Source: an optimization exercise on an open RTL-to-GDS flow (aim: small area and a short achievable clock period). Production flows keep margins and buffers that such runs may drop.
At most, simulation tests tie the RTL to the original design; equivalence was not proved.
Power figures rest on the tool's default switching activity, not on a simulated workload.

## umber
Design ula_top, start of the top module:
module ula_top (
    input         clk,
    input  [31:0] in1,
    input  [31:0] in2,
    input  [4:0]  op,
    output [31:0] result,
    output        zero
);
Size: about 100 flip-flops, ~100 I/O pins, roughly 7400 um2 of cells after synthesis.
export LEC_CHECK = 0
export CAP_MARGIN = 20
export CORE_MARGIN = 2
export CORE_UTILIZATION = 60
export CTS_BUF_LIST = sky130_fd_sc_hd__clkbuf_8
export SETUP_SLACK_MARGIN = 2.95
export SLEW_MARGIN = 20
create_clock -name core_clock -period 5.5 [get_ports {clk}]
standard.sh (not shown) runs the stock make flow with config.mk's settings and CLKGATE_MAP_FILE= SYNTH_SCRIPT=/design/flow/synth_recipe.tcl, a recipe that flattens the netlist after the stock synthesis.
==> flow/flow/run.sh <==
#!/bin/bash
# Own layout flow: the standard flow (standard.sh) with three changes:
#  - synthesis maps the logic with the ABC script in flow/abc.script
#    (registers are mapped by the standard steps, unchanged);
#  - synthesis leaves the adder's half adders to ABC instead of mapping
#    them to ha cells first (no ADDER_MAP_FILE);
#  - the port buffers are plain buf_1 cells.
# Each tool's output goes to a log file in this folder.
set -euo pipefail
HERE=$(pwd)
# synthesis script: the standard one, with ORFS's synth.tcl calling abc with our script
sed "s#log_cmd abc {\*}\$abc_args#set abc_args [lreplace \$abc_args 1 1 $HERE/flow/abc.script]\n  log_cmd abc {*}\$abc_args#" \
    "$FLOW_HOME/scripts/synth.tcl" > "$HERE/synth_own.tcl"
grep -q "flow/abc.script" "$HERE/synth_own.tcl"
sed "s#source \$::env(SCRIPTS_DIR)/synth.tcl#source $HERE/synth_own.tcl#" synth_recipe.tcl > synth_recipe_own.tcl
grep -q "synth_own.tcl" synth_recipe_own.tcl
export BUFFER_PORTS_ARGS="-buffer_cell sky130_fd_sc_hd__buf_1"
bash standard.sh SYNTH_SCRIPT="$HERE/synth_recipe_own.tcl" ADDER_MAP_FILE= finish > standard.log 2>&1
==> flow/flow/abc.script <==
&get -n
&st
&dch
&nf -p -R 100
&put
buffer -c
topo
stime -c
upsize -c
dnsize -c
#### Input delta (ember over umber)
--- a/flow/design.v
+++ b/flow/design.v
@@ -1,22 +1,22 @@
 module ula (
     input  [31:0] A,        
-    input  [31:0] B,        
+    input  [31:0] P,        
     input         Cin,      
     input         Fill,     
     input  [1:0]  Sel,      
     input         SetInv,
     output [31:0] Result
 );
     wire [31:0] sum;
     wire        cout;
-    add32_hc u_add (.a(A), .b(B), .cin(Cin), .sum(sum), .cout(cout));
-    wire [4:0]  sh = B[4:0];
+    add32p_hc u_add (.a(A), .p(P), .cin(Cin), .sum(sum), .cout(cout));
+    wire [4:0]  sh = P[4:0] ^ A[4:0];
     wire [31:0] r0 = sh[0] ? {{1{Fill}},  A[31:1]}  : A;
     wire [31:0] r1 = sh[1] ? {{2{Fill}},  r0[31:2]} : r0;
     wire [31:0] r2 = sh[2] ? {{4{Fill}},  r1[31:4]} : r1;
     wire [31:0] r3 = sh[3] ? {{8{Fill}},  r2[31:8]} : r2;
     wire [31:0] shr = sh[4] ? {{16{Fill}}, r3[31:16]} : r3;
     wire [31:0] shl;
     genvar i;
     generate
         for (i = 0; i < 32; i = i + 1) begin : g_rev
@@ -26,22 +26,22 @@
     wire SelSum = (Sel == 2'd0);
     wire SelShr = (Sel == 2'd1);
     wire SelShl = (Sel == 2'd2);
     wire SelSet = (Sel == 2'd3);
     assign Result = ({32{SelSum}} & sum)
                   | ({32{SelShr}} & shr)
                   | ({32{SelShl}} & shl)
                   | {31'b0, SelSet & (cout ^ SetInv)};
 endmodule
-module add32_hc(input [31:0] a, input [31:0] b, input cin, output [31:0] sum, output cout);
+module add32p_hc(input [31:0] a, input [31:0] p, input cin, output [31:0] sum, output cout);
   wire [32:0] g0, p0;
-  assign g0 = {a & b, cin};
-  assign p0 = {a ^ b, 1'b0};
+  assign g0 = {a & ~p, cin};
+  assign p0 = {p, 1'b0};
   wire g1 = g0[1] | (p0[1] & g0[0]);
   wire p1 = p0[1] & p0[0];
   wire g2 = g0[3] | (p0[3] & g0[2]);
   wire p2 = p0[3] & p0[2];
   wire g3 = g0[5] | (p0[5] & g0[4]);
   wire p3 = p0[5] & p0[4];
   wire g4 = g0[7] | (p0[7] & g0[6]);
   wire p4 = p0[7] & p0[6];
   wire g5 = g0[9] | (p0[9] & g0[8]);
@@ -278,35 +278,35 @@
             wire r = rev & in1[31 - i];
             if (i >= 16) begin : g_hi
                 assign a_n[i] = l | r | (lui & in2[i - 16]);
             end else begin : g_lo
                 assign a_n[i] = l | r;
             end
         end
     endgenerate
     assign b_n = (in2 & {32{bkeep}}) ^ {32{binv}};
-    reg [31:0] a_q, b_q;
+    reg [31:0] a_q, p_q;
     reg        cin_q, fill_q, set_inv_q;
     reg [1:0]  sel_q;
     reg [31:0] result_q;
     wire [31:0] alu_result;
     ula u_ula (
         .A(a_q),
-        .B(b_q),
+        .P(p_q),
         .Cin(cin_q),
         .Fill(fill_q),
         .Sel(sel_q),
         .SetInv(set_inv_q),
         .Result(alu_result)
     );
     always @(posedge clk) begin
         a_q       <= a_n;
-        b_q       <= b_n;
+        p_q       <= a_n ^ b_n;
         cin_q     <= cin;
         fill_q    <= sra & in1[31];
         sel_q     <= {sel_shl | sel_set, sel_shr | sel_set};
         set_inv_q <= set_inv;
         result_q  <= alu_result;
     end
     assign result = result_q;
     assign zero   = ~|result_q;
 endmodule
### Flow results
Detailed-route wire length on metal 1 (ember over umber): increase, 130 um
Compared with umber, worst supply voltage drop on vdd in ember decreased by a few percent.
Final instance area on ember is up relative to umber.
On ember: final cell count is 29 higher than what umber gave.
Switching component of the power in ember is 59% above umber.
ember — non-clock buffering overhead in the final layout 0.22 points higher, umber as reference
Function not checked in ember: the RTL went through the layout flow alone.

---

Another version of the RTL of ula_top (not shown whole).
Size: about 1100 cells after synthesis, roughly 100 flip-flops, about 100 I/O pins.
==> module ula, before the edit <==
module ula (
    input  [31:0] A,        
    input  [31:0] B,        
    input         Cin,      
    input         Fill,     
    input         SelSum,   
    input         SelShr,   
    input         SelShl,   
    input         SelSet,   
    input         SetInv,
    output [31:0] Result
);
    wire [33:0] s    = {1'b0, A, 1'b1} + {1'b0, B, Cin};
    wire [31:0] sum  = s[32:1];
    wire        cout = s[33];
    wire [4:0]  sh = B[4:0];
    wire [31:0] r0 = sh[0] ? {{1{Fill}},  A[31:1]}  : A;
    wire [31:0] r1 = sh[1] ? {{2{Fill}},  r0[31:2]} : r0;
    wire [31:0] r2 = sh[2] ? {{4{Fill}},  r1[31:4]} : r1;
    wire [31:0] r3 = sh[3] ? {{8{Fill}},  r2[31:8]} : r2;
    wire [31:0] shr = sh[4] ? {{16{Fill}}, r3[31:16]} : r3;
    wire [31:0] shl;
    genvar i;
    generate
        for (i = 0; i < 32; i = i + 1) begin : g_rev
            assign shl[i] = shr[31 - i];
        end
    endgenerate
    assign Result = ({32{SelSum}} & sum)
                  | ({32{SelShr}} & shr)
                  | ({32{SelShl}} & shl)
                  | {31'b0, SelSet & (cout ^ SetInv)};
endmodule
==> module ula_top, before the edit <==
module ula_top (
    input         clk,
    input  [31:0] in1,
    input  [31:0] in2,
    input  [4:0]  op,
    output [31:0] result,
    output        zero
);
    reg [3:0] lut;
    reg       rev, lui, bkeep, binv, cin, sel_sum, sel_shr, sel_shl, sel_set,
              set_inv, sra;
    always @(*) begin
        lut = 4'b1100;    
        {rev, lui, bkeep, binv, cin, sel_sum, sel_shr, sel_shl, sel_set,
         set_inv, sra} = 11'b0;
        case (op)
            5'd0, 5'd17: begin lut = 4'b1000; sel_sum = 1'b1; end   
            5'd1, 5'd18: begin lut = 4'b1110; sel_sum = 1'b1; end   
            5'd3, 5'd19: begin lut = 4'b0110; sel_sum = 1'b1; end   
            5'd4:        begin lut = 4'b0001; sel_sum = 1'b1; end   
            5'd2, 5'd16: begin bkeep = 1'b1; sel_sum = 1'b1; end    
            5'd6: begin bkeep = 1'b1; binv = 1'b1; cin = 1'b1; sel_sum = 1'b1; end  
            5'd5, 5'd7, 5'd23, 5'd24: begin                         
                bkeep = 1'b1; binv = 1'b1; cin = 1'b1; sel_set = 1'b1; set_inv = 1'b1;
            end
            5'd20: begin lut = 4'b0110; binv = 1'b1; sel_set = 1'b1; set_inv = 1'b1; end  
            5'd21: begin lut = 4'b0110; binv = 1'b1; sel_set = 1'b1; end  
            5'd8, 5'd11:  begin lut = 4'b0000; rev = 1'b1; bkeep = 1'b1; sel_shl = 1'b1; end  
            5'd9, 5'd12:  begin bkeep = 1'b1; sel_shr = 1'b1; end    
            5'd10, 5'd13: begin bkeep = 1'b1; sel_shr = 1'b1; sra = 1'b1; end  
            5'd14, 5'd26, 5'd27: sel_sum = 1'b1;                     
            5'd25: begin lut = 4'b0000; lui = 1'b1; sel_sum = 1'b1; end  
            default: begin lut = 4'b0000; sel_sum = 1'b1; end        
        endcase
    end
    wire [31:0] a_n, b_n;
    genvar i;
    generate
        for (i = 0; i < 32; i = i + 1) begin : g_prep
            wire l = lut[{in1[i], in2[i]}];
            wire r = rev & in1[31 - i];
            if (i >= 16) begin : g_hi
                assign a_n[i] = l | r | (lui & in2[i - 16]);
            end else begin : g_lo
                assign a_n[i] = l | r;
            end
        end
    endgenerate
    assign b_n = (in2 & {32{bkeep}}) ^ {32{binv}};
    reg [31:0] a_q, b_q;
    reg        cin_q, fill_q, sel_sum_q, sel_shr_q, sel_shl_q, sel_set_q, set_inv_q;
    reg [31:0] result_q;
    wire [31:0] alu_result;
    ula u_ula (
        .A(a_q),
        .B(b_q),
        .Cin(cin_q),
        .Fill(fill_q),
        .SelSum(sel_sum_q),
        .SelShr(sel_shr_q),
        .SelShl(sel_shl_q),
        .SelSet(sel_set_q),
        .SetInv(set_inv_q),
        .Result(alu_result)
    );
    always @(posedge clk) begin
        a_q       <= a_n;
        b_q       <= b_n;
        cin_q     <= cin;
        fill_q    <= sra & in1[31];
        sel_sum_q <= sel_sum;
        sel_shr_q <= sel_shr;
        sel_shl_q <= sel_shl;
        sel_set_q <= sel_set;
        set_inv_q <= set_inv;
        result_q  <= alu_result;
    end
    assign result = result_q;
    assign zero   = ~|result_q;
endmodule
export LEC_CHECK = 0
export CAP_MARGIN = 20
export CORE_MARGIN = 2
export CORE_UTILIZATION = 60
export CTS_BUF_LIST = sky130_fd_sc_hd__clkbuf_8
export SETUP_SLACK_MARGIN = 2.9
export SLEW_MARGIN = 20
create_clock -name core_clock -period 5.5 [get_ports {clk}]
==> flow/flow/run.sh <==
#!/bin/bash
# Own layout flow: the standard flow (standard.sh) with two changes:
#  - synthesis maps the logic with the ABC script in flow/abc.script
#    (registers are mapped by the standard steps, unchanged);
#  - the port buffers are plain buf_1 cells.
# Each tool's output goes to a log file in this folder.
set -euo pipefail
HERE=$(pwd)
# synthesis script: the standard one, with ORFS's synth.tcl calling abc with our script
sed "s#log_cmd abc {\*}\$abc_args#set abc_args [lreplace \$abc_args 1 1 $HERE/flow/abc.script]\n  log_cmd abc {*}\$abc_args#" \
    "$FLOW_HOME/scripts/synth.tcl" > "$HERE/synth_own.tcl"
grep -q "flow/abc.script" "$HERE/synth_own.tcl"
sed "s#source \$::env(SCRIPTS_DIR)/synth.tcl#source $HERE/synth_own.tcl#" synth_recipe.tcl > synth_recipe_own.tcl
grep -q "synth_own.tcl" synth_recipe_own.tcl
export BUFFER_PORTS_ARGS="-buffer_cell sky130_fd_sc_hd__buf_1"
bash standard.sh SYNTH_SCRIPT="$HERE/synth_recipe_own.tcl" finish > standard.log 2>&1
Scripts as last shown in full above: flow/flow/abc.script
Then changed:
--- a/flow/design.v
+++ b/flow/design.v
@@ -4,8 +4,5 @@
     input         Cin,      
     input         Fill,     
-    input         SelSum,   
-    input         SelShr,   
-    input         SelShl,   
-    input         SelSet,   
+    input  [1:0]  Sel,      
     input         SetInv,
     output [31:0] Result
@@ -27,4 +24,8 @@
         end
     endgenerate
+    wire SelSum = (Sel == 2'd0);
+    wire SelShr = (Sel == 2'd1);
+    wire SelShl = (Sel == 2'd2);
+    wire SelSet = (Sel == 2'd3);
     assign Result = ({32{SelSum}} & sum)
                   | ({32{SelShr}} & shr)
@@ -82,5 +83,6 @@
     assign b_n = (in2 & {32{bkeep}}) ^ {32{binv}};
     reg [31:0] a_q, b_q;
-    reg        cin_q, fill_q, sel_sum_q, sel_shr_q, sel_shl_q, sel_set_q, set_inv_q;
+    reg        cin_q, fill_q, set_inv_q;
+    reg [1:0]  sel_q;
     reg [31:0] result_q;
     wire [31:0] alu_result;
@@ -90,8 +92,5 @@
         .Cin(cin_q),
         .Fill(fill_q),
-        .SelSum(sel_sum_q),
-        .SelShr(sel_shr_q),
-        .SelShl(sel_shl_q),
-        .SelSet(sel_set_q),
+        .Sel(sel_q),
         .SetInv(set_inv_q),
         .Result(alu_result)
@@ -102,8 +101,5 @@
         cin_q     <= cin;
         fill_q    <= sra & in1[31];
-        sel_sum_q <= sel_sum;
-        sel_shr_q <= sel_shr;
-        sel_shl_q <= sel_shl;
-        sel_set_q <= sel_set;
+        sel_q     <= {sel_shl | sel_set, sel_shr | sel_set};
         set_inv_q <= set_inv;
         result_q  <= alu_result;
Maximum frequency drops by 0.41%. Cell area went down by 0.67%. Core utilization goes down by 0.19 points. Routed wire length decreases by 4.9%. Clock skew stays flat. Worst setup slack got worse by 0.011 ns.

==> re-timing with driven ports <==
Ports are ideal in the flow. The routed layouts listed here were re-timed in OpenROAD.
Step 1 assumes that a clkbuf_16 drives the clock port and a buf_2 every other input.
Step 2 adds t to the input delays and takes it off the output delays; t is the mean of the earliest and latest rising clock arrival at the registers after step 1. Input paths then give back, and output paths get back, about the clock's delay inside the block.
Slacks: ideal ports / drivers / drivers and shift; pairs: ideal ports / drivers.
| run | t, ns | setup WS [ns] | worst hold slack (ns) | worst register clock-pin slew, ns | worst data-port slew with drivers (ns) |
|---|---|---|---|---|---|
| umber | 0.423 | 2.958 / 2.924 / 2.527 | 0.538 / 0.538 / 0.538 | 0.11 / 0.11 | 0.06 |
| ember | 0.407 | 2.865 / 2.846 / 2.439 | 0.581 / 0.581 / 0.581 | 0.11 / 0.11 | 0.07 |
| the first run of note 2 | 0.437 | 2.962 / 2.935 / 2.565 | 0.517 / 0.517 / 0.517 | 0.12 / 0.12 | 0.04 |
| the second run of note 2 | 0.420 | 2.951 / 2.934 / 2.516 | 0.582 / 0.582 / 0.582 | 0.11 / 0.11 | 0.05 |
After both steps setup and hold are still met in every run listed. The setup slack of the second run of note 2, which loses most, moves by -0.017 ns with the drivers and by -0.435 ns with both steps.
